This design comes from an exercise in tuning for small area, a short achievable clock period and few clock cycles on the open sky130 flow, not from production work. The RTL was checked by simulation tests, not by an equivalence proof against the original design. No driver is modelled on the clock port, so clocking that relies on it looks cheaper here than on a real chip. Power is estimated from default activity; no workload was simulated.

==> flow/config.mk <==
export PLATFORM = sky130hd
export DESIGN_NAME = FinalCPU
export DESIGN_NICKNAME = FinalCPU
export VERILOG_FILES = /design/flow/design.v
export SDC_FILE = /design/flow/constraint.sdc
export NUM_CORES = 8
export LEC_CHECK = 0
export CAP_MARGIN = 20
export CORE_MARGIN = 2
export CORE_UTILIZATION = 50
export CTS_CLUSTER_DIAMETER = 80
export CTS_CLUSTER_SIZE = 24
export SETUP_SLACK_MARGIN = 5
export SLEW_MARGIN = 55
export SYNTH_HIERARCHICAL = 1
export SYNTH_MINIMUM_KEEP_SIZE = 0
export TNS_END_PERCENT = 0
==> flow/constraint.sdc <==
create_clock -name core_clock -period 8.0 [get_ports {clk}]
set_input_delay 1.6000 -clock core_clock [delete_from_list [all_inputs] [get_ports {clk}]]
set_output_delay 1.6000 -clock core_clock [all_outputs]
set_load 0.01 [all_outputs]
==> flow/design.v <==
module ALU_AddSub(
	output [31:0] sum,
	input  [31:0] a_reg,	 
	input  [31:0] b_reg,
	input  [31:0] wb,	 
	input         fa_next,	 
	input         fb_next,
	input         sub_next,	 
	input         clk
);
	wire [31:0] p, g;
	wire [3:0] subq;
	wire sub = subq[0];
	genvar i, l;
	generate
		for (i = 0; i < 32; i = i + 8) begin : in8
			AddSub_In8 u(.p(p[i+7:i]), .g(g[i+7:i]), .sub(subq[i/8]),
				.a_reg(a_reg[i+7:i]), .b_reg(b_reg[i+7:i]), .wb(wb[i+7:i]),
				.fa_next(fa_next), .fb_next(fb_next), .sub_next(sub_next), .clk(clk));
		end
	endgenerate
	wire [31:0] G [0:5];
	wire [31:0] P [0:5];
	wire g0c;
	g_aoi21 gc0(.a(p[0]), .b(sub), .c(g[0]), .y(g0c));	 
	g_inv   gc1(.a(g0c), .y(G[0][0]));
	assign G[0][31:1] = g[31:1];
	assign P[0] = p;
	generate
		for (l = 1; l <= 5; l = l + 1) begin : lv
			for (i = 0; i < 32; i = i + 1) begin : nd
				if (i < (1 << (l - 1))) begin : done
					g_inv gi(.a(G[l-1][i]), .y(G[l][i]));
					assign P[l][i] = 1'b0;
				end
				else if (l % 2 == 1) begin : inv
					g_aoi21 gg(.a(P[l-1][i]), .b(G[l-1][i-(1<<(l-1))]), .c(G[l-1][i]), .y(G[l][i]));
					if (i >= (1 << l)) begin : pp
						g_nand2 gp(.a(P[l-1][i]), .b(P[l-1][i-(1<<(l-1))]), .y(P[l][i]));
					end
					else begin : np
						assign P[l][i] = 1'b0;
					end
				end
				else begin : pos
					g_oai21 gg(.a(P[l-1][i]), .b(G[l-1][i-(1<<(l-1))]), .c(G[l-1][i]), .y(G[l][i]));
					if (i >= (1 << l)) begin : pp
						g_nor2 gp(.a(P[l-1][i]), .b(P[l-1][i-(1<<(l-1))]), .y(P[l][i]));
					end
					else begin : np
						assign P[l][i] = 1'b0;
					end
				end
			end
		end
	endgenerate
	g_xor2 gs0(.a(p[0]), .b(sub), .y(sum[0]));
	generate
		for (i = 1; i < 32; i = i + 1) begin : s
			g_xnor2 gs(.a(p[i]), .b(G[5][i-1]), .y(sum[i]));
		end
	endgenerate
endmodule
module ALU_Shr(
	output [31:0] y,
	input  [31:0] na,
	input  [4:0]  sh
);
	wire [31:0] x [0:5];
	assign x[0] = na;
	wire [4:0] nsh = ~sh;
	genvar i, l;
	generate
		for (l = 0; l < 5; l = l + 1) begin : lv
			for (i = 0; i < 32; i = i + 1) begin : b
				if (i + (1 << l) < 32) begin : m
					g_mux2i gm(.a0(x[l][i]), .a1(x[l][i + (1 << l)]), .s(sh[l]), .y(x[l+1][i]));
				end
				else if (l % 2 == 0) begin : f1
					g_nor2 gf(.a(x[l][i]), .b(sh[l]), .y(x[l+1][i]));
				end
				else begin : f0
					g_nand2 gf(.a(x[l][i]), .b(nsh[l]), .y(x[l+1][i]));
				end
			end
		end
	endgenerate
	assign y = x[5];
endmodule
module ALU_ResBit(
	output y,
	input  as, input sum,
	input  orr, input orv,
	input  srl, input shf,
	input  l0, input q0,
	input  l1, input q1,
	input  l2, input q2,
	input  l3, input q3
);
	wire n0, n1, n2, n3;
	g_aoi22 g0(.a(as), .b(sum), .c(orr), .d(orv), .y(n0));
	g_aoi22 g1(.a(srl), .b(shf), .c(l0), .d(q0), .y(n1));
	g_aoi22 g2(.a(l1), .b(q1), .c(l2), .d(q2), .y(n2));
	g_nand2 g3(.a(l3), .b(q3), .y(n3));
	g_nand4 g4(.a(n0), .b(n1), .c(n2), .d(n3), .y(y));
endmodule
module AddSub_In8(
	output [7:0] p,
	output [7:0] g,
	output       sub,
	input  [7:0] a_reg,
	input  [7:0] b_reg,
	input  [7:0] wb,
	input        fa_next,
	input        fb_next,
	input        sub_next,
	input        clk
);
	reg fa, fb, s;
	always @(posedge clk) begin
		fa <= fa_next;
		fb <= fb_next;
		s  <= sub_next;
	end
	assign sub = s;
	wire [7:0] na, nbx;
	wire [7:0] bx_reg = b_reg ^ {8{s}};
	wire [7:0] bx_wb = wb ^ {8{s}};
	genvar i;
	generate
		for (i = 0; i < 8; i = i + 1) begin : b
			g_mux2i ma(.a0(a_reg[i]), .a1(wb[i]), .s(fa), .y(na[i]));
			g_mux2i mb(.a0(bx_reg[i]), .a1(bx_wb[i]), .s(fb), .y(nbx[i]));
			g_xor2 gp(.a(na[i]), .b(nbx[i]), .y(p[i]));
			g_nor2 gg(.a(na[i]), .b(nbx[i]), .y(g[i]));
		end
	endgenerate
endmodule
module DM(
	output [7:0]  q0,
	output [7:0]  q1,
	output [7:0]  q2,
	output [7:0]  q3,
	output [3:0]  oh,
	input  [31:0] nwrite_data,	 
	input         base_fwd_next,	 
	input  [6:0]  base_reg,	 
	input  [6:0]  base_wb,	 
	input  [1:0]  nbase_lo,	 
	input  [6:0]  off0,
	input  [6:0]  off1,
	input  [6:0]  off2,
	input  [6:0]  off3,
	input         mem_write,
	input         clk
);
	wire [1:0] o = ~nbase_lo + off3[1:0];
	assign oh = 4'b0001 << o;
	wire [31:0] wd = ~nwrite_data;
	reg [7:0] d0, d1, d2, d3;
	always @(*) begin
		case (o)
			2'd0: {d0, d1, d2, d3} = wd;
			2'd1: {d1, d2, d3, d0} = wd;
			2'd2: {d2, d3, d0, d1} = wd;
			default: {d3, d0, d1, d2} = wd;
		endcase
	end
	DM_Bank b0(.q(q0), .fwd_next(base_fwd_next), .base_reg(base_reg), .base_wb(base_wb), .off(off0), .d(d0), .we(mem_write), .clk(clk));
	DM_Bank b1(.q(q1), .fwd_next(base_fwd_next), .base_reg(base_reg), .base_wb(base_wb), .off(off1), .d(d1), .we(mem_write), .clk(clk));
	DM_Bank b2(.q(q2), .fwd_next(base_fwd_next), .base_reg(base_reg), .base_wb(base_wb), .off(off2), .d(d2), .we(mem_write), .clk(clk));
	DM_Bank b3(.q(q3), .fwd_next(base_fwd_next), .base_reg(base_reg), .base_wb(base_wb), .off(off3), .d(d3), .we(mem_write), .clk(clk));
endmodule
module DM_Bank(
	output [7:0] q,
	input        fwd_next,
	input  [6:0] base_reg,
	input  [6:0] base_wb,
	input  [6:0] off,	 
	input  [7:0] d,
	input        we,
	input        clk
);
	reg fwd;
	always @(posedge clk) fwd <= fwd_next;
	wire [6:0] nbase;
	genvar m;
	generate
		for (m = 0; m < 7; m = m + 1) begin : bm
			g_mux2i g(.a0(base_reg[m]), .a1(base_wb[m]), .s(fwd), .y(nbase[m]));
		end
	endgenerate
	wire [31:0] sel;
	DM_RowSel rowsel(.sel(sel), .nbase(nbase), .off(off));
	reg [7:0] M [0:31];
	integer i;
	always @(posedge clk) begin
		for (i = 0; i < 32; i = i + 1)
			if (we && sel[i]) M[i] <= d;
	end
	genvar j, k;
	generate
		for (j = 0; j < 8; j = j + 1) begin : bits
			wire [31:0] col;
			for (k = 0; k < 32; k = k + 1) begin : rows
				assign col[k] = M[k][j];
			end
			g_ao32 rd(.sel(sel), .d(col), .y(q[j]));
		end
	endgenerate
endmodule
module DM_RowSel(
	output [31:0] sel,
	input  [6:0]  nbase,
	input  [6:0]  off
);
	wire [4:0] nu = nbase[6:2];
	wire [4:0] v  = off[6:2];
	wire [4:0] nv = ~off[6:2];
	wire c = (~nbase[1] & off[1]) | ((~nbase[1] | off[1]) & ~nbase[0] & off[0]);
	wire [4:0] p, t0a, t1a, t0b, t1b;
	genvar j, k;
	generate
		for (j = 0; j < 5; j = j + 1) begin : bits
			g_xnor2 gp(.a(nu[j]), .b(v[j]), .y(p[j]));
			if (j == 0) begin : b0
				g_xor2  g1(.a(p[0]), .b(c), .y(t1a[0]));
				g_xnor2 g0(.a(p[0]), .b(c), .y(t0a[0]));
				assign t1b[0] = t1a[0];
				assign t0b[0] = t0a[0];
			end
			else begin : bn
				wire ca, cb;
				g_nand2 gca(.a(nu[j-1]), .b(nv[j-1]), .y(ca));
				g_nor2  gcb(.a(nu[j-1]), .b(nv[j-1]), .y(cb));
				g_xor2  g1a(.a(p[j]), .b(ca), .y(t1a[j]));
				g_xnor2 g0a(.a(p[j]), .b(ca), .y(t0a[j]));
				g_xor2  g1b(.a(p[j]), .b(cb), .y(t1b[j]));
				g_xnor2 g0b(.a(p[j]), .b(cb), .y(t0b[j]));
			end
		end
		for (k = 0; k < 32; k = k + 1) begin : rows
			wire [4:0] t;
			for (j = 0; j < 5; j = j + 1) begin : tb
				if (j == 0 || ((k >> (j - 1)) & 1) == 0)
					assign t[j] = ((k >> j) & 1) ? t1a[j] : t0a[j];
				else
					assign t[j] = ((k >> j) & 1) ? t1b[j] : t0b[j];
			end
			wire n012, n34;
			g_nand3 ga(.a(t[0]), .b(t[1]), .c(t[2]), .y(n012));
			g_nand2 gb(.a(t[3]), .b(t[4]), .y(n34));
			g_nor2  gc(.a(n012), .b(n34), .y(sel[k]));
		end
	endgenerate
endmodule
module g_aoi22(input a, input b, input c, input d, output y);
	assign y = ~((a & b) | (c & d));
endmodule
module g_aoi222(input a, input b, input c, input d, input e, input f, output y);
	assign y = ~((a & b) | (c & d) | (e & f));
endmodule
module g_aoi21(input a, input b, input c, output y);
	assign y = ~((a & b) | c);
endmodule
module g_oai21(input a, input b, input c, output y);
	assign y = ~((a | b) & c);
endmodule
module g_nand2(input a, input b, output y);
	assign y = ~(a & b);
endmodule
module g_nand3(input a, input b, input c, output y);
	assign y = ~(a & b & c);
endmodule
module g_nand4(input a, input b, input c, input d, output y);
	assign y = ~(a & b & c & d);
endmodule
module g_nor2(input a, input b, output y);
	assign y = ~(a | b);
endmodule
module g_xor2(input a, input b, output y);
	assign y = a ^ b;
endmodule
module g_xnor2(input a, input b, output y);
	assign y = ~(a ^ b);
endmodule
module g_inv(input a, output y);
	assign y = ~a;
endmodule
module g_mux2i(input a0, input a1, input s, output y);
	assign y = ~(s ? a1 : a0);
endmodule
module g_ao32(input [31:0] sel, input [31:0] d, output y);
	wire [15:0] n1;
	wire [3:0]  n2;
	wire [1:0]  n3;
	genvar i;
	generate
		for (i = 0; i < 16; i = i + 1) begin : l1
			g_aoi22 g(.a(sel[2*i]), .b(d[2*i]), .c(sel[2*i+1]), .d(d[2*i+1]), .y(n1[i]));
		end
		for (i = 0; i < 4; i = i + 1) begin : l2
			g_nand4 g(.a(n1[4*i]), .b(n1[4*i+1]), .c(n1[4*i+2]), .d(n1[4*i+3]), .y(n2[i]));
		end
		for (i = 0; i < 2; i = i + 1) begin : l3
			g_nor2 g(.a(n2[2*i]), .b(n2[2*i+1]), .y(n3[i]));
		end
	endgenerate
	g_nand2 l4(.a(n3[0]), .b(n3[1]), .y(y));
endmodule
module g_ao31(input [31:1] sel, input [31:1] d, input en, input nz, output y);
	wire [10:0] n1;
	wire [2:0]  n2;
	wire [1:0]  n3;
	genvar i;
	generate
		for (i = 0; i < 10; i = i + 1) begin : l1
			g_aoi222 g(.a(sel[3*i+1]), .b(d[3*i+1]), .c(sel[3*i+2]), .d(d[3*i+2]),
				.e(sel[3*i+3]), .f(d[3*i+3]), .y(n1[i]));
		end
	endgenerate
	g_nand2 l1x(.a(sel[31]), .b(d[31]), .y(n1[10]));
	g_nand4 l2a(.a(n1[0]), .b(n1[1]), .c(n1[2]), .d(n1[3]), .y(n2[0]));
	g_nand4 l2b(.a(n1[4]), .b(n1[5]), .c(n1[6]), .d(n1[7]), .y(n2[1]));
	g_nand3 l2c(.a(n1[8]), .b(n1[9]), .c(n1[10]), .y(n2[2]));
	g_aoi22 l3a(.a(n2[0]), .b(en), .c(n2[1]), .d(en), .y(n3[0]));
	g_nand2 l3b(.a(n2[2]), .b(en), .y(n3[1]));
	g_nand3 l4(.a(n3[0]), .b(n3[1]), .c(nz), .y(y));
endmodule
module RF(
	output [31:0] src_data,
	output [31:0] tar_data,	 
	input  [4:0]  src_addr,
	input  [4:0]  tar_addr,
	input  [3:0]  src_lo,	 
	input  [7:0]  src_hi,
	input  [3:0]  tar_lo,
	input  [7:0]  tar_hi,
	input         tar_use,
	input  [31:0] tar_alt,
	input  [4:0]  dst_addr,
	input  [31:0] dst_data,
	input         reg_write,	 
	input         clk
);
	reg [31:0] R [1:31];
	integer i;
	always @(posedge clk) begin
		for (i = 1; i < 32; i = i + 1)
			if (reg_write && dst_addr == i) R[i] <= dst_data;
	end
	wire [31:1] ssel, tsel;
	RF_Dec dec_s(.lo(src_lo), .hi(src_hi), .sel(ssel));
	RF_Dec dec_t(.lo(tar_lo), .hi(tar_hi), .sel(tsel));
	wire byp_s = reg_write && (dst_addr == src_addr);
	wire byp_t = reg_write && (dst_addr == tar_addr);
	wire en_s = !byp_s;
	wire en_t = tar_use && !byp_t;
	wire [31:0] nz_s = ~({32{byp_s}} & dst_data);
	wire [31:0] nz_t = ~(({32{tar_use && byp_t}} & dst_data) | ({32{!tar_use}} & tar_alt));
	genvar j, k;
	generate
		for (j = 0; j < 32; j = j + 1) begin : bits
			wire [31:1] col;
			for (k = 1; k < 32; k = k + 1) begin : regs
				assign col[k] = R[k][j];
			end
			g_ao31 rs(.sel(ssel), .d(col), .en(en_s), .nz(nz_s[j]), .y(src_data[j]));
			g_ao31 rt(.sel(tsel), .d(col), .en(en_t), .nz(nz_t[j]), .y(tar_data[j]));
		end
	endgenerate
endmodule
module RF_Dec(input [3:0] lo, input [7:0] hi, output [31:1] sel);
	genvar k;
	generate
		for (k = 1; k < 32; k = k + 1) begin : d
			assign sel[k] = lo[k % 4] & hi[k / 4];
		end
	endgenerate
endmodule
module FinalCPU(
	output	wire	[31:0]	imem_addr,
	output	wire			wb_valid,
	output	wire	[4:0]	wb_addr,
	output	wire	[31:0]	wb_data,
	input	wire	[31:0]	imem_data,
	input	wire			rst,
	input	wire			clk
);
	reg [29:0] pc;
	always @(posedge clk) begin
		if (rst) pc <= 30'd0;
		else     pc <= pc + 30'd1;
	end
	assign imem_addr = {pc, 2'b00};
	reg [31:0] ir;
	reg        d_valid;
	reg [3:0]  rs_lo, rt_lo;
	reg [7:0]  rs_hi, rt_hi;
	always @(posedge clk) begin
		ir      <= imem_data;
		d_valid <= !rst;
		rs_lo   <= 4'b0001 << imem_data[22:21];
		rs_hi   <= 8'b00000001 << imem_data[25:23];
		rt_lo   <= 4'b0001 << imem_data[17:16];
		rt_hi   <= 8'b00000001 << imem_data[20:18];
	end
	wire [5:0] op    = ir[31:26];
	wire [4:0] rs    = ir[25:21];
	wire [4:0] rt    = ir[20:16];
	wire [4:0] rd    = ir[15:11];
	wire [4:0] shamt = ir[10:6];
	wire [5:0] fn    = ir[5:0];
	wire [15:0] imm  = ir[15:0];
	wire is_r    = (op == 6'h00);
	wire is_addi = (op == 6'h0C);
	wire is_subi = (op == 6'h0D);
	wire is_sw   = (op == 6'h10);
	wire is_lw   = (op == 6'h11);
	wire f_add = is_r && (fn == 6'h0B);
	wire f_sub = is_r && (fn == 6'h0D);
	wire f_or  = is_r && (fn == 6'h25);
	wire f_srl = is_r && (fn == 6'h02);
	wire [4:0] d_dst = is_r ? rd : rt;
	wire d_wen = d_valid && (is_r || is_addi || is_subi || is_lw) && (d_dst != 5'd0);
	wire d_use_rt = is_r || is_sw;
	reg [31:0] e_a, e_b;
	reg [4:0]  e_shamt;
	reg [6:0]  e_off0, e_off1, e_off2, e_off3;
	reg        e_addsub, e_or, e_srl, e_ld;
	reg        e_wen, e_sw;
	reg [4:0]  e_dst;
	reg        w_wen;
	reg [4:0]  w_dst;
	reg [31:0] w_data;
	wire [31:0] rs_val, rt_val;	 
	RF Register_File(
		.src_data(rs_val),
		.tar_data(rt_val),
		.src_addr(rs),
		.tar_addr(rt),
		.src_lo(rs_lo),
		.src_hi(rs_hi),
		.tar_lo(rt_lo),
		.tar_hi(rt_hi),
		.tar_use(d_use_rt),
		.tar_alt({{16{imm[15]}}, imm}),
		.dst_addr(w_dst),
		.dst_data(w_data),
		.reg_write(w_wen),
		.clk(clk)
	);
	always @(posedge clk) begin
		e_a     <= rs_val;
		e_b     <= rt_val;
		e_shamt <= shamt;
		e_off0  <= imm[6:0] + 7'd3;
		e_off1  <= imm[6:0] + 7'd2;
		e_off2  <= imm[6:0] + 7'd1;
		e_off3  <= imm[6:0];
		e_addsub <= f_add || f_sub || is_addi || is_subi;
		e_or    <= f_or;
		e_srl   <= f_srl;
		e_ld    <= is_lw;
		e_dst   <= d_dst;
		if (rst) begin
			e_wen <= 1'b0;
			e_sw  <= 1'b0;
		end
		else begin
			e_wen <= d_wen;
			e_sw  <= d_valid && is_sw;
		end
	end
	wire [31:0] w_fwd;
	wire [31:0] result;
	wire [31:0] na, nb;
	wire d_fa = e_wen && (e_dst == rs);
	wire d_fb = d_use_rt && e_wen && (e_dst == rt);
	genvar i;
	generate
		for (i = 0; i < 32; i = i + 8) begin : fwd
			Fwd_Mux8 ma(.y(na[i+7:i]), .a0(e_a[i+7:i]), .a1(w_fwd[i+7:i]), .s_next(d_fa), .clk(clk));
			Fwd_Mux8 mb(.y(nb[i+7:i]), .a0(e_b[i+7:i]), .a1(w_fwd[i+7:i]), .s_next(d_fb), .clk(clk));
		end
	endgenerate
	wire [31:0] sum, srl, orv;
	ALU_AddSub adder(
		.sum(sum),
		.a_reg(e_a),
		.b_reg(e_b),
		.wb(w_fwd),
		.fa_next(d_fa),
		.fb_next(d_fb),
		.sub_next(f_sub || is_subi),
		.clk(clk)
	);
	ALU_Shr shifter(.y(srl), .na(na), .sh(e_shamt));
	generate
		for (i = 0; i < 32; i = i + 1) begin : orb
			g_nand2 go(.a(na[i]), .b(nb[i]), .y(orv[i]));	 
		end
	endgenerate
	wire [7:0] q [0:3];
	wire [3:0] oh;
	DM Data_Memory(
		.base_fwd_next(d_fa),
		.base_reg(e_a[6:0]),
		.base_wb(w_fwd[6:0]),
		.nbase_lo(na[1:0]),
		.q0(q[0]),
		.q1(q[1]),
		.q2(q[2]),
		.q3(q[3]),
		.oh(oh),
		.nwrite_data(nb),
		.off0(e_off0),
		.off1(e_off1),
		.off2(e_off2),
		.off3(e_off3),
		.mem_write(e_sw),
		.clk(clk)
	);
	wire [3:0] l = {4{e_ld}} & oh;
	generate
		for (i = 0; i < 32; i = i + 1) begin : res
			localparam integer K = 3 - i / 8;
			ALU_ResBit rb(
				.y(result[i]),
				.as(e_addsub), .sum(sum[i]),
				.orr(e_or), .orv(orv[i]),
				.srl(e_srl), .shf(srl[i]),
				.l0(l[0]), .q0(q[(0 + K) % 4][i % 8]),
				.l1(l[1]), .q1(q[(1 + K) % 4][i % 8]),
				.l2(l[2]), .q2(q[(2 + K) % 4][i % 8]),
				.l3(l[3]), .q3(q[(3 + K) % 4][i % 8])
			);
		end
	endgenerate
	Fwd_Reg Forward_Register(.q(w_fwd), .d(result), .clk(clk));
	always @(posedge clk) begin
		w_data <= result;
		w_dst  <= e_dst;
		if (rst) w_wen <= 1'b0;
		else     w_wen <= e_wen;
	end
	Out_Reg Output_Register(
		.wb_valid(wb_valid),
		.wb_addr(wb_addr),
		.wb_data(wb_data),
		.valid_in(!rst && e_wen),
		.addr_in(e_dst),
		.data_in(result),
		.clk(clk)
	);
endmodule
module Out_Reg(
	output reg        wb_valid,
	output reg [4:0]  wb_addr,
	output reg [31:0] wb_data,
	input             valid_in,
	input      [4:0]  addr_in,
	input      [31:0] data_in,
	input             clk
);
	always @(posedge clk) begin
		wb_valid <= valid_in;
		wb_addr  <= addr_in;
		wb_data  <= data_in;
	end
endmodule
module Fwd_Reg(
	output reg [31:0] q,
	input      [31:0] d,
	input             clk
);
	always @(posedge clk) q <= d;
endmodule
module Fwd_Mux8(
	output [7:0] y,
	input  [7:0] a0,
	input  [7:0] a1,
	input        s_next,
	input        clk
);
	reg s;
	always @(posedge clk) s <= s_next;
	genvar i;
	generate
		for (i = 0; i < 8; i = i + 1) begin : m
			g_mux2i g(.a0(a0[i]), .a1(a1[i]), .s(s), .y(y[i]));
		end
	endgenerate
endmodule
==> flow/flow/run.sh <==
#!/bin/bash
# Layout flow: the standard flow with three extra steps, run through
# ORFS's step hooks:
#  - before floorplanning (flow/downsize.tcl): each combinational cell goes
#    back to its smallest size; timing repair then upsizes where needed;
#  - before clock-tree synthesis (flow/io_buffers.tcl): the port buffers get a
#    plain buffer cell;
#  - at the end of global routing (flow/post_grt.tcl): a second timing repair
#    of all endpoints within 0.15 ns of the worst.
# Each step's full output goes to a log file here.
set -euo pipefail
W=$(pwd)
bash standard.sh synth > synth.log 2>&1
bash standard.sh floorplan PRE_FLOORPLAN_TCL="$W/flow/downsize.tcl" > floorplan.log 2>&1
bash standard.sh place > place.log 2>&1
bash standard.sh cts PRE_CTS_TCL="$W/flow/io_buffers.tcl" > cts.log 2>&1
bash standard.sh grt POST_GLOBAL_ROUTE_TCL="$W/flow/post_grt.tcl" > grt.log 2>&1
bash standard.sh finish > layout.log 2>&1
test -f out/final.def
==> flow/flow/downsize.tcl <==
# Swap each combinational cell (not buffers, inverters or flip-flops) for the
# smallest-area cell of the same function and footprint family. Synthesis maps
# the small gate modules of this design one at a time and sizes each for an
# assumed load; the timing repair that follows upsizes where timing needs it.
set swapped 0
set saved 0.0
foreach inst [get_cells *] {
  set lc [get_lib_cells -of_objects $inst]
  set name [get_name $lc]
  if {![regexp {^sky130_fd_sc_hd__([a-z0-9]+)_([0-9]+)$} $name -> base drive]} { continue }
  if {[regexp {^(df|edf|sdf|dl|sdl|buf|inv|clk|conb|tap|fill|decap|dly|probe|lpflow|ebuf|einv|bufinv|bufbuf|macro|diode)} $base]} { continue }
  set best $lc
  set best_area [get_property $lc area]
  foreach cand [get_lib_cells sky130_fd_sc_hd__${base}_*] {
    if {![regexp "^sky130_fd_sc_hd__${base}_\[0-9\]+\$" [get_name $cand]]} { continue }
    if {[get_property $cand dont_use]} { continue }
    set a [get_property $cand area]
    if {$a < $best_area} { set best $cand; set best_area $a }
  }
  if {$best ne $lc} {
    set saved [expr {$saved + [get_property $lc area] - $best_area}]
    replace_cell $inst $best
    incr swapped
  }
}
puts "downsize: swapped $swapped cells, saved [format %.1f $saved] um2"
==> flow/flow/io_buffers.tcl <==
# Give every port buffer (the cells ORFS inserts between each input or output
# port and the logic) a plain buffer cell, sky130_fd_sc_hd__buf_4, in place of
# the delay cells it sometimes ends up with; the next legalization places
# them.
set n 0
foreach bterm [[ord::get_db_block] getBTerms] {
  if {[$bterm getName] eq "clk"} { continue }
  set net [$bterm getNet]
  if {$net eq "NULL"} { continue }
  set io [$bterm getIoType]
  foreach iterm [$net getITerms] {
    if {($io eq "INPUT" && [$iterm isInputSignal]) || ($io eq "OUTPUT" && [$iterm isOutputSignal])} {
      set inst [$iterm getInst]
      set lc [[$inst getMaster] getName]
      if {[regexp {^sky130_fd_sc_hd__(clkdlybuf|dlygate|buf_1$|buf_2$|clkbuf)} $lc]} {
        replace_cell [get_cells [$inst getName]] sky130_fd_sc_hd__buf_4
        incr n
      }
    }
  }
}
puts "io_buffers: replaced $n port buffers"
==> flow/flow/post_grt.tcl <==
# After ORFS's own repair at global routing: repair every endpoint whose slack
# is within 0.15 ns of the worst, so that the near-critical paths (which the
# repair of the single worst path leaves as they are) get some margin before
# detailed routing changes the parasitics. Then re-route the changed nets and
# rewrite the route guides, as global_route.tcl does.
estimate_parasitics -global_routing
set wns [worst_slack -max]
set margin [expr {$wns + 0.15}]
puts "post_grt: worst slack $wns, repairing endpoints below [format %.3f $margin]"
repair_timing -setup -setup_margin $margin -repair_tns 100 -match_cell_footprint -verbose
global_route -start_incremental
detailed_placement
global_route -end_incremental -congestion_report_file $::env(REPORTS_DIR)/congestion_post_grt_hook.rpt
estimate_parasitics -global_routing
puts "post_grt: worst slack now [worst_slack -max]"
write_guides $::env(RESULTS_DIR)/route.guide
==> flow/standard.sh <==
#!/bin/bash
# synth_recipe.tcl (not shown) runs the flow's synth.tcl, then flattens the netlist and writes it again
# the make line also repeats each setting of config.mk as NAME=value (left out here)
make -C /OpenROAD-flow-scripts/flow DESIGN_CONFIG=/design/flow/config.mk WORK_HOME=/design/flow/orfs CLKGATE_MAP_FILE= SYNTH_SCRIPT=/design/flow/synth_recipe.tcl "${@:-finish}"
==> results of run 1 <==
-- power groups by stage --
| stage | clock network (µW) | logic [µW] | registers (µW) |
|---|---|---|---|
| after floorplan | 0 | 2470 | 14200 |
| after global placement | 0 | 4490 | 14200 |
| after detailed placement | 0 | 4680 | 14200 |
| after CTS | 7350 | 5110 | 14000 |
| final | 7320 | 5770 | 14000 |
-- worst max path at each step --
stage / slack [ns] / cells after the start / start / end
floorplan: 4.66 / 5 / e_shamt[0]$_DFF_P_ / Data_Memory.b3.M[2][0]$_DFFE_PP_
global placement: 3.69 / 11 / Data_Memory.b3.fwd$_DFF_P_ / Forward_Register.q[8]$_DFF_P_
detailed placement: 3.76 / 11 / Forward_Register.q[4]$_DFF_P_ / Forward_Register.q[28]$_DFF_P_
CTS: 4.84 / 6 / rs_lo[0]$_SDFF_PP0_ / e_a[1]$_DFF_P_
finish: 4.80 / 6 / rs_lo[1]$_SDFF_PP0_ / e_a[0]$_DFF_P_
-- critical path, stage by stage (launching register included) --
cell and delay [ns]:
dfxtp_1 0.50, and2_2 0.30, buf_4 0.31, a222oi_1 0.42
nand4_1 0.46, a22oi_1 0.65, nand3_1 0.35
-- per-stage QoR --
step	instances	area, µm²	hold WS, ns
3_3_place_gp	9025	99970	0.4029
6_report	9338	108400	0.4105
3_5_place_dp	9049	100800	0.3975
2_1_floorplan	6349	94890	0.3235
4_1_cts	9291	106100	0.4117
-- layout make-up --
cell class / instances / area share
well taps: 2495 / 0.02881
clock inverters: 42 / 0.004491
clock buffers: 187 / 0.03266
multi-input cells: 3883 / 0.2876
diodes: 3 / 0.00006927
inverters: 66 / 0.002286
repair buffers: 322 / 0.02444
flip-flops and latches: 2340 / 0.6197
-- per-layer routing --
| layer | vias to the layer above | GRT usage | wire [µm] |
|---|---|---|---|
| met5 | - | 0 | 36 |
| li1 | 27480 | - | - |
| met3 | 551 | 0.08115 | 39670 |
| met1 | 33220 | 0.4644 | 127500 |
| met4 | 6 | 0.1344 | 16270 |
| met2 | 4168 | 0.4827 | 143500 |
-- registers in the layout (all words and copies together), names as in the netlist, 7 cells and up --
| signal | flops |
|---|---|
| Data_Memory.b1.M | 256 |
| Data_Memory.b2.M | 256 |
| Register_File.R | 992 |
| Data_Memory.b3.M | 256 |
| e_b | 32 |
| Data_Memory.b0.M | 256 |
| pc | 30 |
| e_off2 | 7 |
| e_a | 32 |
| Forward_Register.q | 32 |
| rs_hi | 8 |
| w_data | 32 |
| ir | 32 |
| Output_Register.wb_data | 32 |
| rt_hi | 8 |
==> results.ini, run 1 <==
[outcome]
status=timing/DRC/antenna clean

[setup_path]
r2r_cells=6
required_ns=8.64
r2r-start=rs_lo[1]$_SDFF_PP0_
r2r_setup_slack_ns=4.80
reg2reg_to=e_a[0]$_DFF_P_
arrival_ns=3.84
path_class=flop to flop
cp-start-kind=flop
end_kind=flop
cp_max_fo=32

[routing]
wl_um=326900
via_count=65430
dr.pass1.iters=14
wire_per_inst_um=35.01
avgViaCountPerCell=7.006
drt_iter0_markers=12600
drc=0
ant_nets=0

[timing]
fin_skew_ns=0.03154
slew_viol_final=0
worst_slew_pin_slew_ns=0.7415
finalSetupTns_ns=0
finalSetupViolCount=0
fin_crit_sh=0.4004
worst_slack_ns=4.797
final_hold_viol_count=0
period_needed_ns=3.203
fmax_mhz=312.2
slew_headroom=0.5057

[die]
die_y_um=439.6
floorplan.die_area_um2=193200
die_w_um=439.6
rows=159
io_pins=104
core_area_um2=188200
start_util=0.5041

[layout]
multi_input_area_um2=31160
n_fill_cell=14860
final_common_cell=edfxtp_1
layout-drive-gt1-share=0.1756
nets=6775
mostFrequentLayoutCells=edfxtp_1 (2,016), a222oi_1 (640), a22oi_1 (550), nand2_1 (409), nand4_1 (298)
syn_to_final_growth_pct=14.23
seq_area_um2=67160
final_core_util=0.5758

[synth]
avgSynthCellArea_um2=14.95
syn-instance-count=6348
yosysWarnings=18
syn_area_um2=94870

[power_and_ir_drop]
p_leak_uw=0.03457
ir_drop_mv=0.2093
comb_power_share=0.213
seqPwrFrac=0.516
p_per_area_nw_per_um2=249.9
p_switching_uw=8454
power_uw=27080
internal_power_uw=18630
pwr-share-clk=0.270
power.switching_fraction=0.3122

[placement]
gp_congestion=1.003
place_ws_ns=3.764
hpwlAfterDp_um=206500
numPortBuffers=101

[clocking]
cts_buffers=120
clkTransAtPathRegs_ns=0.10
cts_hold_buf=0
post_cts_buffers=12
post_cts_resized=351
tritoncts=built
cts.sinks=2340
clk_latency_ns=0.84

[grt]
grt_pass1_vias=61120
grt_pass1_wl_um=452200
grt_max_degree=76
grt_remaining_overflow=0
grtUsageTotal=0.3271
grt_antenna_before_repair=12

[hold_path]
min-delay-start=e_dst[0]$_DFF_P_
hold_class=flop to flop
holdPathEnd=w_dst[0]$_DFF_P_
min_path_cells=0

[run]
maxCapViolations=0

Testbench counts, summed over its fixed seeds: cycles 4,616.
==> run 2, diff against run 1 <==
--- a/flow/config.mk
+++ b/flow/config.mk
@@ -11,7 +11,7 @@
 export CTS_CLUSTER_DIAMETER = 80
 export CTS_CLUSTER_SIZE = 24
 export SETUP_SLACK_MARGIN = 5
-export SLEW_MARGIN = 55
+export SLEW_MARGIN = 65
 export SYNTH_HIERARCHICAL = 1
 export SYNTH_MINIMUM_KEEP_SIZE = 0
 export TNS_END_PERCENT = 0
==> results.ini, run 2 <==
[run]
maxCapViolations=0  ; unchanged

[clocking]
clk_latency_ns=0.84  ; about the same
tritoncts=built
clkTransAtPathRegs_ns=0.09  ; about the same
post_cts_buffers=20  ; +8
cts_buffers=120  ; unchanged
cts.sinks=2340  ; unchanged
post_cts_resized=270  ; -23%
cts_hold_buf=0  ; unchanged

[placement]
place_ws_ns=4.246  ; +0.4824 ns
hpwlAfterDp_um=209600  ; +1.5%
placed_cells=9085  ; +0.40%
gp_congestion=1.003  ; unchanged
dpl_cell_area_um2=102300  ; +1.5%
numPortBuffers=101  ; unchanged

[grt]
grt_antenna_before_repair=16  ; +4
grt_pass1_wl_um=456800  ; +1.0%
grtUsageTotal=0.3309  ; +0.003796
grt_remaining_overflow=0  ; unchanged
grt_max_degree=76  ; unchanged
grt_pass1_vias=61540  ; +0.69%

[timing]
fmax_mhz=315.3  ; +0.98%
fin_skew_ns=0.04556  ; +0.01402 ns
period_needed_ns=3.172  ; -0.03106 ns
timing.hold.ws_ns=0.4137  ; +0.003115 ns
worst_slack_ns=4.828  ; +0.03106 ns
slew_viol_final=0  ; unchanged
finalSetupTns_ns=0  ; unchanged
slew_headroom=0.6054  ; +0.09971
finalSetupViolCount=0  ; unchanged
final_hold_viol_count=0  ; unchanged
fin_crit_sh=0.3965  ; -0.003883
worst_slew_pin_slew_ns=0.5804  ; -0.1611 ns

[layout]
largest_reg_flops=992  ; unchanged
nets=6829  ; +0.80%
design_area_um2=110500  ; +2.0%
top_register=Register_File.R
layout-drive-gt1-share=0.2013  ; +0.02572
n_fill_cell=14560  ; -2.0%
final_common_cell=edfxtp_1
fin_cells=9393  ; +0.59%
mostFrequentLayoutCells=edfxtp_1 (2,016), a222oi_1 (640), a22oi_1 (520), nand2_1 (405), nand4_1 (298)
syn_to_final_growth_pct=16.51

[die]
start_util=0.5041  ; unchanged
floorplan.die_area_um2=193200  ; unchanged
core_area_um2=188200  ; unchanged
die_w_um=439.6  ; unchanged
rows=159  ; unchanged
io_pins=104  ; unchanged
die_y_um=439.6  ; unchanged

[routing]
drc=0  ; unchanged
dr.pass1.iters=14  ; unchanged
drt_iter0_markers=12560  ; -0.33%
ant_nets=0  ; unchanged
avgViaCountPerCell=7.030  ; +0.33%
wire_per_inst_um=35.19  ; +0.50%
wl_um=330500  ; +1.1%
via_count=66030  ; +0.92%

[hold_path]
hold_class=flop to flop
min_path_cells=0  ; unchanged

[power_and_ir_drop]
power.switching_fraction=0.3140  ; +0.001776
pwr-share-clk=0.269  ; about the same
ir_drop_mv=0.1937  ; -7.4%
p_per_area_nw_per_um2=248.3  ; -0.65%
internal_power_uw=18830  ; +1.1%
p_switching_uw=8616  ; +1.9%
seqPwrFrac=0.509  ; -0.007
comb_power_share=0.222  ; +0.009
p_leak_uw=0.03542  ; +2.5%

[synth]
syn-instance-count=6348  ; unchanged
syn_area_um2=94870  ; unchanged
avgSynthCellArea_um2=14.95  ; unchanged
yosysWarnings=18  ; unchanged

[setup_path]
cp-start-kind=flop
r2r_cells=9  ; +3
cp_max_fo=47  ; +47%
path_class=flop to flop
arrival_ns=3.81  ; -0.03 ns
required_ns=8.64  ; about the same
end_kind=flop

[outcome]
status=timing/DRC/antenna clean

==> run 2: per-stage QoR <==
step	total power [µW]	utilization
after floorplan	16660	-
after global placement	18730	0.5312
after detailed placement	19100	0.5436
after CTS	26690	0.5718
final	27440	0.5874
==> run 2: worst paths after layout <==
check | end | slack (ns) | start
worst max-delay path | e_b[28]$_DFF_P_ | 4.83 | w_dst[3]$_DFF_P_
worst min-delay path | w_dst[3]$_DFF_P_ | 0.41 | e_dst[3]$_DFF_P_
worst max register to register | e_b[28]$_DFF_P_ | 4.83 | w_dst[3]$_DFF_P_
worst min register to register | w_dst[3]$_DFF_P_ | 0.41 | e_dst[3]$_DFF_P_
==> run 2: power groups by stage <==
stage	registers [µW]	clock network (µW)	logic, µW
2_1_floorplan	14200	0	2470
3_3_place_gp	14200	0	4490
3_5_place_dp	14200	0	4850
4_1_cts	14000	7410	5310
6_report	14000	7380	6080
==> run 2: metal layers <==
layer	routed length, µm	share of wire	vias up	global-route usage
met5	44	0.00013	-	0.0004963
met4	17980	0.054	8	0.1539
met3	40410	0.12	596	0.07924
met2	143900	0.44	4358	0.4836
met1	128100	0.39	33470	0.4686
li1	-	-	27600	-
==> run 2: cell type report <==
cell class                      count  area [µm²]  share of cell area
Antenna cell                        3       7.507          0.00006791
Clock buffer                      184        3458             0.03129
Clock inverter                     46       608.1            0.005501
Inverter                           66       247.7            0.002241
Multi-Input combinational cell   3886       31970              0.2892
Sequential cell                  2340       67220              0.6081
Tap cell                         2495        3122             0.02824
Timing Repair Buffer              373        3902             0.03530
==> run 2: worst max-delay path, cell delays in order, from the launching register on <==
cell	delay, ns
dfxtp_1	0.62
xor2_1	0.16
nor3_2	0.20
buf_6	0.32
a21boi_4	0.11
buf_12	0.19
buf_8	0.22
buf_12	0.20
a22oi_1	0.52
nand3_1	0.33
==> run 3, diff against run 2 <==
--- a/flow/config.mk
+++ b/flow/config.mk
@@ -5,6 +5,7 @@
 export SDC_FILE = /design/flow/constraint.sdc
 export NUM_CORES = 8
 export LEC_CHECK = 0
+export ABC_AREA = 1
 export CAP_MARGIN = 20
 export CORE_MARGIN = 2
 export CORE_UTILIZATION = 50
==> results.ini, run 3 <==
[layout]
top_register=Register_File.R
multi_input_area_um2=41050  ; +28%
n_fill_cell=21940  ; +51%
syn_to_final_growth_pct=13.47
nets=16100  ; +140%
layout-drive-gt1-share=0.08327  ; -0.1180
final_common_cell=nand2_1
seq_area_um2=67320  ; +0.15%
final_core_util=0.5709  ; -0.01644
mostFrequentLayoutCells=nand2_1 (7,634), inv_1 (3,474), edfxtp_1 (2,016), nor2_1 (847), nand3_1 (300)
largest_reg_flops=992  ; unchanged

[clocking]
post_cts_buffers=11  ; -45%
clk_latency_ns=0.84  ; about the same
cts.sinks=2340  ; unchanged
cts_hold_buf=0  ; unchanged
clkTransAtPathRegs_ns=0.09  ; about the same
post_cts_resized=302  ; +12%
cts_buffers=136  ; +13%
tritoncts=built

[routing]
drt_iter0_markers=10960  ; -13%
dr.pass1.iters=7  ; -7
wire_per_inst_um=20.47  ; -42%
avgViaCountPerCell=4.964  ; -29%
ant_nets=0  ; unchanged
wl_um=395500  ; +20%
via_count=95920  ; +45%
drc=0  ; unchanged

[synth]
avgSynthCellArea_um2=7.594  ; -49%
syn_area_um2=118300  ; +25%
syn-instance-count=15580  ; +150%
yosysWarnings=18  ; unchanged

[hold_path]
min_path_cells=0  ; unchanged
hold_class=flop to flop
min-delay-start=ir[7]$_DFF_P_
holdPathEnd=e_shamt[1]$_DFF_P_

[run]
maxCapViolations=0  ; unchanged

[setup_path]
cp-start-kind=flop
path_class=flop to flop
cp_max_fo=33  ; -30%
r2r_setup_slack_ns=4.93  ; +0.10 ns
required_ns=8.64  ; about the same
reg2reg_to=e_a[2]$_DFF_P_
r2r-start=w_wen$_SDFF_PP0_
arrival_ns=3.72  ; -0.09 ns
end_kind=flop
r2r_cells=10  ; +1

[placement]
gp_congestion=0.9850  ; -1.8%
place_ws_ns=4.194  ; -0.05179 ns
hpwlAfterDp_um=260500  ; +24%
numPortBuffers=101  ; unchanged

[power_and_ir_drop]
p_per_area_nw_per_um2=202.2  ; -19%
power.switching_fraction=0.3143  ; +0.0003472
internal_power_uw=18620  ; -1.1%
ir_drop_mv=0.1980  ; +2.2%
p_leak_uw=0.06676  ; +88%
comb_power_share=0.191  ; -0.031
p_switching_uw=8535  ; -0.94%
seqPwrFrac=0.512  ; +0.003
pwr-share-clk=0.297  ; +0.028

[die]
rows=178  ; +12%
die_y_um=490.5  ; +12%
io_pins=104  ; unchanged
die_w_um=490.5  ; +12%
floorplan.die_area_um2=240600  ; +24%
core_area_um2=235200  ; +25%
start_util=0.5031  ; -0.0009924

[grt]
grt_remaining_overflow=0  ; unchanged
grt_pass1_vias=86460  ; +40%
grtUsageTotal=0.3161  ; -0.01483
grt_antenna_before_repair=18  ; +2
grt_pass1_wl_um=563000  ; +23%
grt_max_degree=97  ; +28%

[timing]
finalSetupTns_ns=0  ; unchanged
finalSetupViolCount=0  ; unchanged
slew_headroom=0.6337  ; +0.02834
fin_crit_sh=0.3842  ; -0.01225
final_hold_viol_count=0  ; unchanged
fin_skew_ns=0.04687  ; +0.001308 ns
period_needed_ns=3.074  ; -0.09801 ns
fmax_mhz=325.3  ; +3.2%
worst_slack_ns=4.926  ; +0.09801 ns
worst_slew_pin_slew_ns=0.5486  ; -0.03178 ns
slew_viol_final=0  ; unchanged

[outcome]
status=timing/DRC/antenna clean

-- run 3: layer usage --
layer / up-vias / track usage / part of all wire
li1: 47300 / - / -
met1: 44040 / 0.4370 / 0.42
met2: 3861 / 0.4907 / 0.44
met3: 705 / 0.05263 / 0.092
met4: 10 / 0.1401 / 0.052
met5: - / 0 / 0.00013
-- run 3: layout make-up --
| type | count | area share |
|---|---|---|
| Timing Repair Buffer | 351 | 0.02919 |
| Tap cell | 3150 | 0.02935 |
| Inverter | 3529 | 0.09997 |
| Antenna cell | 7 | 0.0001305 |
| Clock inverter | 69 | 0.005544 |
| Clock buffer | 178 | 0.02871 |
| Sequential cell | 2340 | 0.5014 |
| Multi-Input combinational cell | 9698 | 0.3057 |
-- run 3: how the worst max path moves through the flow --
stage	cells past startpoint	end	from	slack, ns
final	10	e_a[2]$_DFF_P_	w_wen$_SDFF_PP0_	4.93
after CTS	25	Output_Register.wb_data[14]$_DFF_P_	Forward_Register.q[3]$_DFF_P_	4.93
after floorplan	22	Forward_Register.q[16]$_DFF_P_	e_shamt[0]$_DFF_P_	4.93
after detailed placement	6	e_wen$_SDFF_PP0_	rst	4.19
after global placement	24	w_data[14]$_DFF_P_	Forward_Register.q[2]$_DFF_P_	3.90
-- run 3: worst max-delay path, stage by stage (launching register included) --
cell     delay (ns)
dfxtp_1        0.59
o21ai_0        0.19
nor2_2         0.15
buf_6          0.39
nand3_4        0.32
buf_16         0.27
buf_16         0.17
nand2_1        0.25
nand2_1        0.11
inv_1          0.15
nand3_1        0.24
-- run 3: power by group through the flow --
stage,clock (µW),combinational (µW),sequential [µW]
after detailed placement,0,4350,14200
final,8060,5190,13900
after global placement,0,4140,14200
after floorplan,0,2270,14200
after CTS,8130,4540,13900
-- run 3: per-stage QoR --
step | hold WS (ns) | cell area, µm² | std cells | total power [µW]
3_5_place_dp | 0.4636 | 126000 | 18940 | 18540
3_3_place_gp | 0.4612 | 124000 | 18890 | 18380
4_1_cts | 0.4977 | 131400 | 19190 | 26580
6_report | 0.4673 | 134300 | 19320 | 27150
2_1_floorplan | 0.3311 | 118300 | 15580 | 16430
==> run 4, diff against run 3 <==
--- a/flow/config.mk
+++ b/flow/config.mk
@@ -5,14 +5,13 @@
 export SDC_FILE = /design/flow/constraint.sdc
 export NUM_CORES = 8
 export LEC_CHECK = 0
-export ABC_AREA = 1
 export CAP_MARGIN = 20
 export CORE_MARGIN = 2
 export CORE_UTILIZATION = 50
 export CTS_CLUSTER_DIAMETER = 80
 export CTS_CLUSTER_SIZE = 24
 export SETUP_SLACK_MARGIN = 5
-export SLEW_MARGIN = 65
+export SLEW_MARGIN = 60
 export SYNTH_HIERARCHICAL = 1
 export SYNTH_MINIMUM_KEEP_SIZE = 0
 export TNS_END_PERCENT = 0
==> results.ini, run 4 <==
[die]
die_y_um=439.6  ; -10%
core_area_um2=188200  ; -20%
die_w_um=439.6  ; -10%
start_util=0.5041  ; +0.0009924
io_pins=104  ; unchanged
rows=159  ; -11%
floorplan.die_area_um2=193200  ; -20%

[timing]
fin_skew_ns=0.06048  ; +0.01361 ns
finalSetupTns_ns=0  ; unchanged
slew_viol_final=0  ; unchanged
period_needed_ns=3.153  ; +0.07892 ns
worst_slew_pin_slew_ns=0.6736  ; +0.1250 ns
fmax_mhz=317.2  ; -2.5%
finalSetupViolCount=0  ; unchanged
final_hold_viol_count=0  ; unchanged
fin_crit_sh=0.3941  ; +0.009865
slew_headroom=0.5381  ; -0.09566

[routing]
wl_um=327900  ; -17%
avgViaCountPerCell=7.018  ; +41%
dr.pass1.iters=12  ; +5
via_count=65790  ; -31%
wire_per_inst_um=34.98  ; +71%
ant_nets=0  ; unchanged
drc=0  ; unchanged
drt_iter0_markers=12730  ; +16%

[layout]
syn_to_final_growth_pct=14.65
design_area_um2=108800  ; -19%
final_common_cell=edfxtp_1
top_register=Register_File.R
nets=6809  ; -58%
mostFrequentLayoutCells=edfxtp_1 (2,016), a222oi_1 (640), a22oi_1 (559), nand2_1 (403), nand4_1 (298)
largest_reg_flops=992  ; unchanged
layout-drive-gt1-share=0.1833  ; +0.1001
final_core_util=0.5780  ; +0.007075

[grt]
grt_remaining_overflow=0  ; unchanged
grt_pass1_wl_um=454200  ; -19%
grt_pass1_vias=61460  ; -29%
grtUsageTotal=0.3282  ; +0.01216
grt_antenna_before_repair=12  ; -6
grt_max_degree=76  ; -22%

[power_and_ir_drop]
p_leak_uw=0.03477  ; -48%
p_per_area_nw_per_um2=247.9  ; +23%
ir_drop_mv=0.2309  ; +17%

[placement]
dpl_cell_area_um2=101400  ; -20%
hpwlAfterDp_um=207100  ; -21%
gp_congestion=1.003  ; +1.8%
numPortBuffers=101  ; unchanged

[setup_path]
arrival_ns=3.78  ; +0.06 ns
path_class=flop to flop
required_ns=8.62  ; -0.02 ns
end_kind=flop
cp-start-kind=flop
cp_max_fo=32  ; -3.0%

[clocking]
post_cts_buffers=21  ; +10
post_cts_resized=346  ; +15%
clk_latency_ns=0.84  ; about the same
cts_hold_buf=0  ; unchanged
cts.sinks=2340  ; unchanged
cts_buffers=120  ; -12%
clkTransAtPathRegs_ns=0.10  ; about the same
tritoncts=built

[hold_path]
hold_class=flop to flop

[synth]
yosysWarnings=18  ; unchanged
avgSynthCellArea_um2=14.95  ; +97%
syn_area_um2=94870  ; -20%
syn-instance-count=6348  ; -59%

[run]
maxCapViolations=0  ; unchanged

[outcome]
status=timing/DRC/antenna clean

## run 4: critical path, stage by stage, from the launching register on
cell      delay [ns]
dfxtp_1         0.51
and2_2          0.30
buf_4           0.31
a222oi_1        0.42
nand4_1         0.43
a22oi_1         0.62
nand3_1         0.34
## run 4: layout make-up
| type | count | area, µm² |
|---|---|---|
| Antenna cell | 6 | 15.01 |
| Clock buffer | 183 | 3440 |
| Clock inverter | 45 | 459.2 |
| Fill cell | 14720 | 79420 |
| Inverter | 66 | 247.7 |
| Multi-Input combinational cell | 3880 | 31250 |
| Sequential cell | 2340 | 67170 |
| Tap cell | 2495 | 3122 |
| Timing Repair Buffer | 359 | 3069 |
## run 4: worst paths after layout
kind	startpoint	endpoint	slack, ns	cells past startpoint
setup reg to reg	rs_lo[1]$_SDFF_PP0_	e_a[0]$_DFF_P_	4.85	6
setup / recovery	rs_lo[1]$_SDFF_PP0_	e_a[0]$_DFF_P_	4.85	6
hold reg to reg	e_dst[3]$_DFF_P_	w_dst[3]$_DFF_P_	0.40	0
hold / removal	e_dst[3]$_DFF_P_	w_dst[3]$_DFF_P_	0.40	0
## run 4: power breakdown
part           switching [µW]  internal (µW)  total, µW  leakage (µW)
registers                 185          13800      14000        0.0214
logic                    4230           1620       5850        0.0115
clock network            4020           3110       7130       0.00188
## run 4: through the flow
stage	std cells	total power (µW)	hold WS, ns	setup slack, ns
after floorplan	6349	16660	0.3235	4.662
after CTS	9326	26370	0.4162	4.889
after detailed placement	9075	19000	0.4022	4.072
after global placement	9025	18730	0.4029	3.692
final	9374	26970	0.4043	4.847
## run 4: per-layer routing
metal / vias up / global-route usage / share of wire / routed length [µm]
li1: 27560 / - / - / -
met1: 33310 / 0.4635 / 0.39 / 127100
met2: 4306 / 0.4866 / 0.44 / 144200
met3: 603 / 0.07988 / 0.12 / 40270
met4: 4 / 0.1390 / 0.050 / 16370
met5: - / 0 / 0.000070 / 23
==> run 5, diff against run 4 <==
--- a/flow/config.mk
+++ b/flow/config.mk
@@ -7,7 +7,7 @@
 export LEC_CHECK = 0
 export CAP_MARGIN = 20
 export CORE_MARGIN = 2
-export CORE_UTILIZATION = 50
+export CORE_UTILIZATION = 45
 export CTS_CLUSTER_DIAMETER = 80
 export CTS_CLUSTER_SIZE = 24
 export SETUP_SLACK_MARGIN = 5
==> results.ini, run 5 <==
[outcome]
status=timing/DRC/antenna clean

[placement]
hpwlAfterDp_um=207700  ; +0.31%
numPortBuffers=101  ; unchanged
placed_cells=9370  ; +3.3%
gp_congestion=1.022  ; +1.9%

[routing]
ant_nets=0  ; unchanged
drc=0  ; unchanged
via_count=66020  ; +0.36%
wl_um=333900  ; +1.8%
drt_iter0_markers=12460  ; -2.1%
dr.pass1.iters=10  ; -2
avgViaCountPerCell=6.810  ; -3.0%
wire_per_inst_um=34.44  ; -1.5%

[setup_path]
path_class=flop to flop
startpoint=Data_Memory.b0.fwd$_DFF_P_
r2r-start=Data_Memory.b0.fwd$_DFF_P_
end_kind=flop
arrival_ns=3.89  ; +0.11 ns
path_delay_family=simple AND/OR/NAND/NOR gates
crit_chain=buf_6 > mux2i_4 > buf_12 > xnor2_4 > buf_12 > buf_8 > xnor2_4 > nand3_4 > nor2_4 > a22oi_2 > nand4_1 > nor2_4 > nand2_4 > a22oi_2 > nand4_1
cp-start-kind=flop
critPathSlowestCell=dfxtp_4
cp_num_buf_inv=4  ; +3
slowest_delay_ns=0.40  ; -0.22 ns
cp_max_fo=8  ; -75%
required_ns=8.67  ; +0.05 ns

[timing]
fmax_mhz=311.0  ; -1.9%
finalSetupTns_ns=0  ; unchanged
worst_slew_pin_slew_ns=0.6262  ; -0.04740 ns
final_hold_viol_count=0  ; unchanged
period_needed_ns=3.216  ; +0.06269 ns
fin_skew_ns=0.06667  ; +0.006196 ns
timing.hold.ws_ns=0.4171  ; +0.01280 ns
slew_viol_final=0  ; unchanged
finalSetupViolCount=0  ; unchanged
fin_crit_sh=0.4019  ; +0.007836
slew_headroom=0.5706  ; +0.03250

[grt]
grt_max_degree=64  ; -16%
grt_pass1_wl_um=460100  ; +1.3%
grt_pass1_vias=61640  ; +0.29%
grtUsageTotal=0.2970  ; -0.03122
grt_antenna_before_repair=18  ; +6
grt_remaining_overflow=0  ; unchanged

[layout]
nets=6826  ; +0.25%
top_register=Register_File.R
fin_cells=9694  ; +3.4%
mostFrequentLayoutCells=edfxtp_1 (2,016), a222oi_1 (640), a22oi_1 (501), nand2_1 (406), nand4_1 (298)
layout-drive-gt1-share=0.2051  ; +0.02179
final_common_cell=edfxtp_1
n_fill_cell=17230  ; +17%
largest_reg_flops=992  ; unchanged
syn_to_final_growth_pct=16.33
final_core_util=0.5266  ; -0.05138

[synth]
syn-instance-count=6348  ; unchanged
avgSynthCellArea_um2=14.95  ; unchanged
yosysWarnings=18  ; unchanged
syn_area_um2=94870  ; unchanged

[clocking]
post_cts_resized=295  ; -15%
clkTransAtPathRegs_ns=0.09  ; about the same
clk_latency_ns=0.86  ; +0.02 ns
post_cts_buffers=25  ; +19%
cts_buffers=121  ; +0.83%
cts.sinks=2340  ; unchanged
cts_hold_buf=0  ; unchanged
tritoncts=built

[die]
core_area_um2=209600  ; +11%
die_w_um=463.2  ; +5.4%
die_y_um=463.2  ; +5.4%
start_util=0.4527  ; -0.05141
io_pins=104  ; unchanged
floorplan.die_area_um2=214500  ; +11%
rows=168  ; +5.7%

[power_and_ir_drop]
power_uw=27400  ; +1.6%
ir_drop_mv=0.2185  ; -5.4%
p_per_area_nw_per_um2=248.3  ; +0.16%
p_leak_uw=0.03512  ; +1.0%

[run]
maxCapViolations=0  ; unchanged

[hold_path]
min-delay-start=e_dst[4]$_DFF_P_
hold_class=flop to flop

-- run 5: cell type report --
type	instances	area (µm²)	share of cell area
antenna	5	12.51	0.0001134
clock buffer	168	3278	0.02970
inverter	66	247.7	0.002245
timing repair buffer	368	3358	0.03043
multi-input combinational	3887	32120	0.2911
sequential	2340	67210	0.6090
clock inverter	55	623.1	0.005646
tap	2805	3510	0.03180
-- run 5: final timing paths --
| kind | endpoint | slack [ns] | depth (start not counted) |
|---|---|---|---|
| setup / recovery | w_data[3]$_DFF_P_ | 4.78 | 15 |
| hold / removal | Output_Register.wb_addr[4]$_DFF_P_ | 0.42 | 0 |
| setup reg to reg | w_data[3]$_DFF_P_ | 4.78 | 15 |
| hold reg to reg | Output_Register.wb_addr[4]$_DFF_P_ | 0.42 | 0 |
-- run 5: through the flow --
| stage | cell area, µm² | worst slack, ns |
|---|---|---|
| 6_report | 110400 | 4.784 |
| 4_1_cts | 106800 | 4.825 |
| 3_5_place_dp | 101800 | 3.988 |
| 3_3_place_gp | 100300 | 3.719 |
| 2_1_floorplan | 94890 | 4.662 |
-- run 5: power by group --
group	switching [µW]	internal [µW]	total, µW
Combinational	4470	1760	6230
Sequential	200	13800	14000
Clock	4080	3100	7180
Total	8740	18700	27400
-- run 5: worst reg2reg max path, delay by kind of cell (launching register included) --
kind            cells  cell delay [ns]
compound gates      2             0.37
buf+inv             4             0.55
xor+xnor            2             0.43
mux                 1             0.18
flops               1             0.40
simple gates        6             1.12
-- run 5: layer usage --
metal / GRT usage / vias to the layer above / part of all wire
met5: 0 / - / 0.00033
met4: 0.1394 / 8 / 0.055
met3: 0.06642 / 623 / 0.12
met2: 0.4342 / 4322 / 0.43
met1: 0.4215 / 33490 / 0.39
li1: - / 27580 / -
==> run 6, diff against run 5 <==
--- a/flow/config.mk
+++ b/flow/config.mk
@@ -11,7 +11,7 @@
 export CTS_CLUSTER_DIAMETER = 80
 export CTS_CLUSTER_SIZE = 24
 export SETUP_SLACK_MARGIN = 5
-export SLEW_MARGIN = 60
+export SLEW_MARGIN = 65
 export SYNTH_HIERARCHICAL = 1
 export SYNTH_MINIMUM_KEEP_SIZE = 0
 export TNS_END_PERCENT = 0
==> results.ini, run 6 <==
[routing]
dr.pass1.iters=11  ; +1
via_count=66100  ; +0.12%
wl_um=335100  ; +0.37%
drc=0  ; unchanged
drt_iter0_markers=12130  ; -2.6%
wire_per_inst_um=34.58  ; +0.42%
ant_nets=0  ; unchanged
avgViaCountPerCell=6.822  ; +0.17%

[layout]
final_core_util=0.5300  ; +0.003403
final_common_cell=edfxtp_1
syn_to_final_growth_pct=17.08
n_fill_cell=17150  ; -0.44%
largest_reg_flops=992  ; unchanged
mostFrequentLayoutCells=edfxtp_1 (2,016), a222oi_1 (640), a22oi_1 (520), nand2_1 (409), nand4_1 (298)
fin_cells=9689  ; -0.052%
layout-drive-gt1-share=0.1989  ; -0.006218
nets=6821  ; -0.073%
top_register=Register_File.R

[grt]
grt_pass1_vias=62010  ; +0.60%
grt_antenna_before_repair=10  ; -8
grtUsageTotal=0.3010  ; +0.004014
grt_pass1_wl_um=465100  ; +1.1%
grt_max_degree=64  ; unchanged
grt_remaining_overflow=0  ; unchanged

[power_and_ir_drop]
ir_drop_mv=0.2051  ; -6.1%
power_uw=27370  ; -0.11%
comb_power_share=0.230  ; +0.003
power.switching_fraction=0.3177  ; -0.001263
seqPwrFrac=0.511  ; about the same
pwr-share-clk=0.259  ; -0.003
p_switching_uw=8697  ; -0.50%
p_per_area_nw_per_um2=246.4  ; -0.75%
internal_power_uw=18680  ; about the same
p_leak_uw=0.03537  ; +0.72%

[placement]
numPortBuffers=101  ; unchanged
placed_cells=9383  ; +0.14%
hpwlAfterDp_um=212800  ; +2.5%
gp_congestion=1.022  ; unchanged

[clocking]
cts_hold_buf=0  ; unchanged
post_cts_resized=352  ; +19%
clk_latency_ns=0.85  ; about the same
cts_buffers=120  ; -0.83%
post_cts_buffers=31  ; +24%
clkTransAtPathRegs_ns=0.10  ; about the same
tritoncts=built
cts.sinks=2340  ; unchanged

[timing]
fmax_mhz=314.4  ; +1.1%
slew_headroom=0.5648  ; -0.005741
worst_slew_pin_slew_ns=0.6495  ; +0.02333 ns
finalSetupViolCount=0  ; unchanged
finalSetupTns_ns=0  ; unchanged
fin_skew_ns=0.05975  ; -0.006919 ns
period_needed_ns=3.181  ; -0.03487 ns
fin_crit_sh=0.3976  ; -0.004359
final_hold_viol_count=0  ; unchanged
slew_viol_final=0  ; unchanged

[hold_path]
min-delay-start=e_dst[3]$_DFF_P_
holdPathEnd=w_dst[3]$_DFF_P_
min_path_cells=0  ; unchanged
hold_class=flop to flop

[run]
maxCapViolations=0  ; unchanged

[outcome]
status=timing/DRC/antenna clean

[die]
core_area_um2=209600  ; unchanged
start_util=0.4527  ; unchanged
die_w_um=463.2  ; unchanged
floorplan.die_area_um2=214500  ; unchanged
rows=168  ; unchanged
die_y_um=463.2  ; unchanged
io_pins=104  ; unchanged

[setup_path]
r2r_setup_slack_ns=4.82  ; +0.03 ns
cp_max_fo=9  ; +1
required_ns=8.68  ; about the same
end_kind=flop
path_class=flop to flop
arrival_ns=3.86  ; -0.03 ns
r2r-start=Data_Memory.b1.fwd$_DFF_P_
cp-start-kind=flop
r2r_cells=13  ; -2
reg2reg_to=w_data[3]$_DFF_P_

[synth]
syn-instance-count=6348  ; unchanged
syn_area_um2=94870  ; unchanged
yosysWarnings=18  ; unchanged
avgSynthCellArea_um2=14.95  ; unchanged

run 6: layer usage:
metal,vias to the layer above,track usage,wire length (µm)
li1,27610,-,-
met1,33580,0.4274,132000
met2,4282,0.4326,142400
met3,622,0.06815,40180
met4,4,0.1558,20510
met5,-,0,33
run 6: worst max path at each step:
stage                                     from                                  end  slack [ns]  depth (start not counted)
floorplan                   e_shamt[0]$_DFF_P_     Data_Memory.b3.M[2][0]$_DFFE_PP_        4.66                          5
global placement    Data_Memory.b2.fwd$_DFF_P_       Forward_Register.q[28]$_DFF_P_        3.72                         12
detailed placement  Data_Memory.b1.fwd$_DFF_P_                   w_data[26]$_DFF_P_        4.03                         13
CTS                 Data_Memory.b1.fwd$_DFF_P_  Output_Register.wb_data[26]$_DFF_P_        4.87                         13
finish              Data_Memory.b1.fwd$_DFF_P_                    w_data[3]$_DFF_P_        4.82                         13
run 6: through the flow:
stage               setup WS (ns)  hold WS (ns)  area, µm²
CTS                         4.866        0.4282     108900
global placement            3.719        0.4179     100300
detailed placement          4.027        0.4153     103200
finish                      4.819        0.4222     111100
floorplan                   4.662        0.3235      94890
run 6: layout make-up:
cell class,instances,area [µm²],share of cell area
well taps,2805,3510,0.03160
diodes,6,15.01,0.0001352
flip-flops and latches,2340,67210,0.6050
multi-input cells,3889,32100,0.2890
repair buffers,362,4185,0.03768
clock buffers,178,3308,0.02978
inverters,66,247.7,0.002230
clock inverters,43,504.2,0.004539
run 6: worst max-delay path: stages (launching register included):
cell and delay (ns):
dfxtp_4 0.43, mux2i_2 0.25, nor2b_1 0.10, maj3_2 0.42
xnor2_4 0.20, buf_8 0.18, nand3_2 0.10, nor2_4 0.08
a22oi_1 0.27, nand4_1 0.24, nor2_4 0.23, nand2_4 0.16
a22oi_1 0.18, nand4_1 0.19
run 6: power groups by stage:
stage / clock, µW / combinational [µW] / sequential (µW)
3_5_place_dp: 0 / 4950 / 14300
3_3_place_gp: 0 / 4540 / 14300
2_1_floorplan: 0 / 2470 / 14200
6_report: 7100 / 6290 / 14000
4_1_cts: 7160 / 5620 / 14000
==> run 7, diff against run 6 <==
--- a/flow/config.mk
+++ b/flow/config.mk
@@ -7,11 +7,11 @@
 export LEC_CHECK = 0
 export CAP_MARGIN = 20
 export CORE_MARGIN = 2
-export CORE_UTILIZATION = 45
+export CORE_UTILIZATION = 52
 export CTS_CLUSTER_DIAMETER = 80
 export CTS_CLUSTER_SIZE = 24
 export SETUP_SLACK_MARGIN = 5
-export SLEW_MARGIN = 65
+export SLEW_MARGIN = 60
 export SYNTH_HIERARCHICAL = 1
 export SYNTH_MINIMUM_KEEP_SIZE = 0
 export TNS_END_PERCENT = 0
==> results.ini, run 7 <==
[outcome]
status=timing/DRC/antenna clean

[clocking]
clk_latency_ns=0.84  ; about the same
cts_hold_buf=0  ; unchanged
cts.sinks=2340  ; unchanged
post_cts_resized=530  ; +51%
post_cts_buffers=52  ; +68%
clkTransAtPathRegs_ns=0.09  ; about the same
tritoncts=built
cts_buffers=130  ; +8.3%

[layout]
syn_to_final_growth_pct=16.01
layout-drive-gt1-share=0.2025  ; +0.003565
nets=6856  ; +0.51%
mostFrequentLayoutCells=edfxtp_1 (2,016), a222oi_1 (640), a22oi_1 (537), nand2_1 (391), nand4_1 (298)
fin_cells=9289  ; -4.1%
final_common_cell=edfxtp_1
top_register=Register_File.R
n_fill_cell=13460  ; -22%
largest_reg_flops=992  ; unchanged

[hold_path]
hold_class=flop to flop

[timing]
fmax_mhz=302.1  ; -3.9%
final_hold_viol_count=0  ; unchanged
finalSetupViolCount=0  ; unchanged
fin_skew_ns=0.03919  ; -0.02056 ns
period_needed_ns=3.310  ; +0.1290 ns
fin_crit_sh=0.4137  ; +0.01613
slew_headroom=0.5609  ; -0.003914
worst_slew_pin_slew_ns=0.6586  ; +0.009067 ns
finalSetupTns_ns=0  ; unchanged
slew_viol_final=0  ; unchanged

[power_and_ir_drop]
p_switching_uw=8792  ; +1.1%
pwr-share-clk=0.272  ; +0.013
p_leak_uw=0.03529  ; -0.22%
seqPwrFrac=0.502  ; -0.009
ir_drop_mv=0.1952  ; -4.8%
power.switching_fraction=0.3157  ; -0.002007
internal_power_uw=19060  ; +2.0%
p_per_area_nw_per_um2=253.0  ; +2.7%
power_uw=27850  ; +1.7%
comb_power_share=0.226  ; -0.004

[synth]
syn-instance-count=6348  ; unchanged
avgSynthCellArea_um2=14.95  ; unchanged
yosysWarnings=18  ; unchanged
syn_area_um2=94870  ; unchanged

[routing]
via_count=66580  ; +0.73%
drc=0  ; unchanged
avgViaCountPerCell=7.168  ; +5.1%
dr.pass1.iters=13  ; +2
ant_nets=0  ; unchanged
wl_um=337500  ; +0.72%
drt_iter0_markers=12480  ; +2.9%
wire_per_inst_um=36.34  ; +5.1%

[setup_path]
cp-start-kind=flop
cp_max_fo=9  ; unchanged
end_kind=flop
required_ns=8.64  ; -0.04 ns
arrival_ns=3.95  ; +0.09 ns
path_class=flop to flop

[die]
start_util=0.5243  ; +0.07164
die_y_um=431.1  ; -6.9%
io_pins=104  ; unchanged
core_area_um2=180900  ; -14%
die_w_um=431.1  ; -6.9%
rows=156  ; -7.1%
floorplan.die_area_um2=185900  ; -13%

[grt]
grtUsageTotal=0.3522  ; +0.05115
grt_pass1_vias=62910  ; +1.4%
grt_antenna_before_repair=15  ; +5
grt_remaining_overflow=0  ; unchanged
grt_pass1_wl_um=466200  ; +0.24%
grt_max_degree=75  ; +17%

[placement]
numPortBuffers=101  ; unchanged
placed_cells=8961  ; -4.5%
gp_congestion=0.9989  ; -2.3%
hpwlAfterDp_um=211100  ; -0.81%

[run]
maxCapViolations=0  ; unchanged

run 7: final cells by class:
cell class | count | area, µm² | share of cell area
Clock buffer | 179 | 3617 | 0.03287
Clock inverter | 49 | 590.6 | 0.005366
Multi-Input combinational cell | 3886 | 31860 | 0.2895
Sequential cell | 2340 | 67170 | 0.6103
Tap cell | 2370 | 2965 | 0.02694
Antenna cell | 9 | 22.52 | 0.0002046
Inverter | 66 | 247.7 | 0.002251
Timing Repair Buffer | 390 | 3587 | 0.03259
run 7: metal layers:
metal  wire length [µm]  global-route usage
met5                 24                   0
met4              18970              0.1678
met2             146800              0.5192
met3              43550             0.08776
met1             128100              0.4918
run 7: worst max-delay path, cell delays in order (launching register included):
cell and delay [ns]:
dfxtp_4 0.40, mux2i_1 0.24, nor2b_1 0.09, maj3_4 0.43, buf_12 0.18, xor2_4 0.22
nand3_2 0.12, nor2_4 0.06, a22oi_2 0.21, nand4_1 0.24, nor2_2 0.19, nand2_4 0.10
a22oi_2 0.39, nand4_1 0.23
run 7: power by group through the flow:
stage,Clock [µW],Combinational [µW],Sequential [µW]
after floorplan,0,2470,14200
after global placement,0,4610,14200
after detailed placement,0,4870,14200
after CTS,7620,5730,14000
final,7580,6300,14000
run 7: path summary, 6_finish.rpt:
check	start	endpoint	slack (ns)	cells past startpoint
max	Data_Memory.b3.fwd$_DFF_P_	Forward_Register.q[15]$_DFF_P_	4.69	13
max reg2reg	Data_Memory.b3.fwd$_DFF_P_	Forward_Register.q[15]$_DFF_P_	4.69	13
min reg2reg	ir[7]$_DFF_P_	e_shamt[1]$_DFF_P_	0.37	0
min	ir[7]$_DFF_P_	e_shamt[1]$_DFF_P_	0.37	0
run 7: stage by stage:
stage | hold WS (ns) | setup slack [ns] | util | area [µm²]
4_1_cts | 0.3862 | 4.915 | 0.5990 | 108400
2_1_floorplan | 0.3235 | 4.662 | - | 94890
3_5_place_dp | 0.3774 | 3.953 | 0.5602 | 101400
3_3_place_gp | 0.3857 | 3.526 | 0.5522 | 99910
6_report | 0.3742 | 4.690 | 0.6083 | 110100

Re-timed with assumed drivers on the ports (clkbuf_16 on the clock, buf_2 on other inputs), run 7 has 4.690 ns of setup slack against 4.690 ns with ideal ports, and 4.690 ns once port delays also move by the mid clock arrival of 0.907 ns.
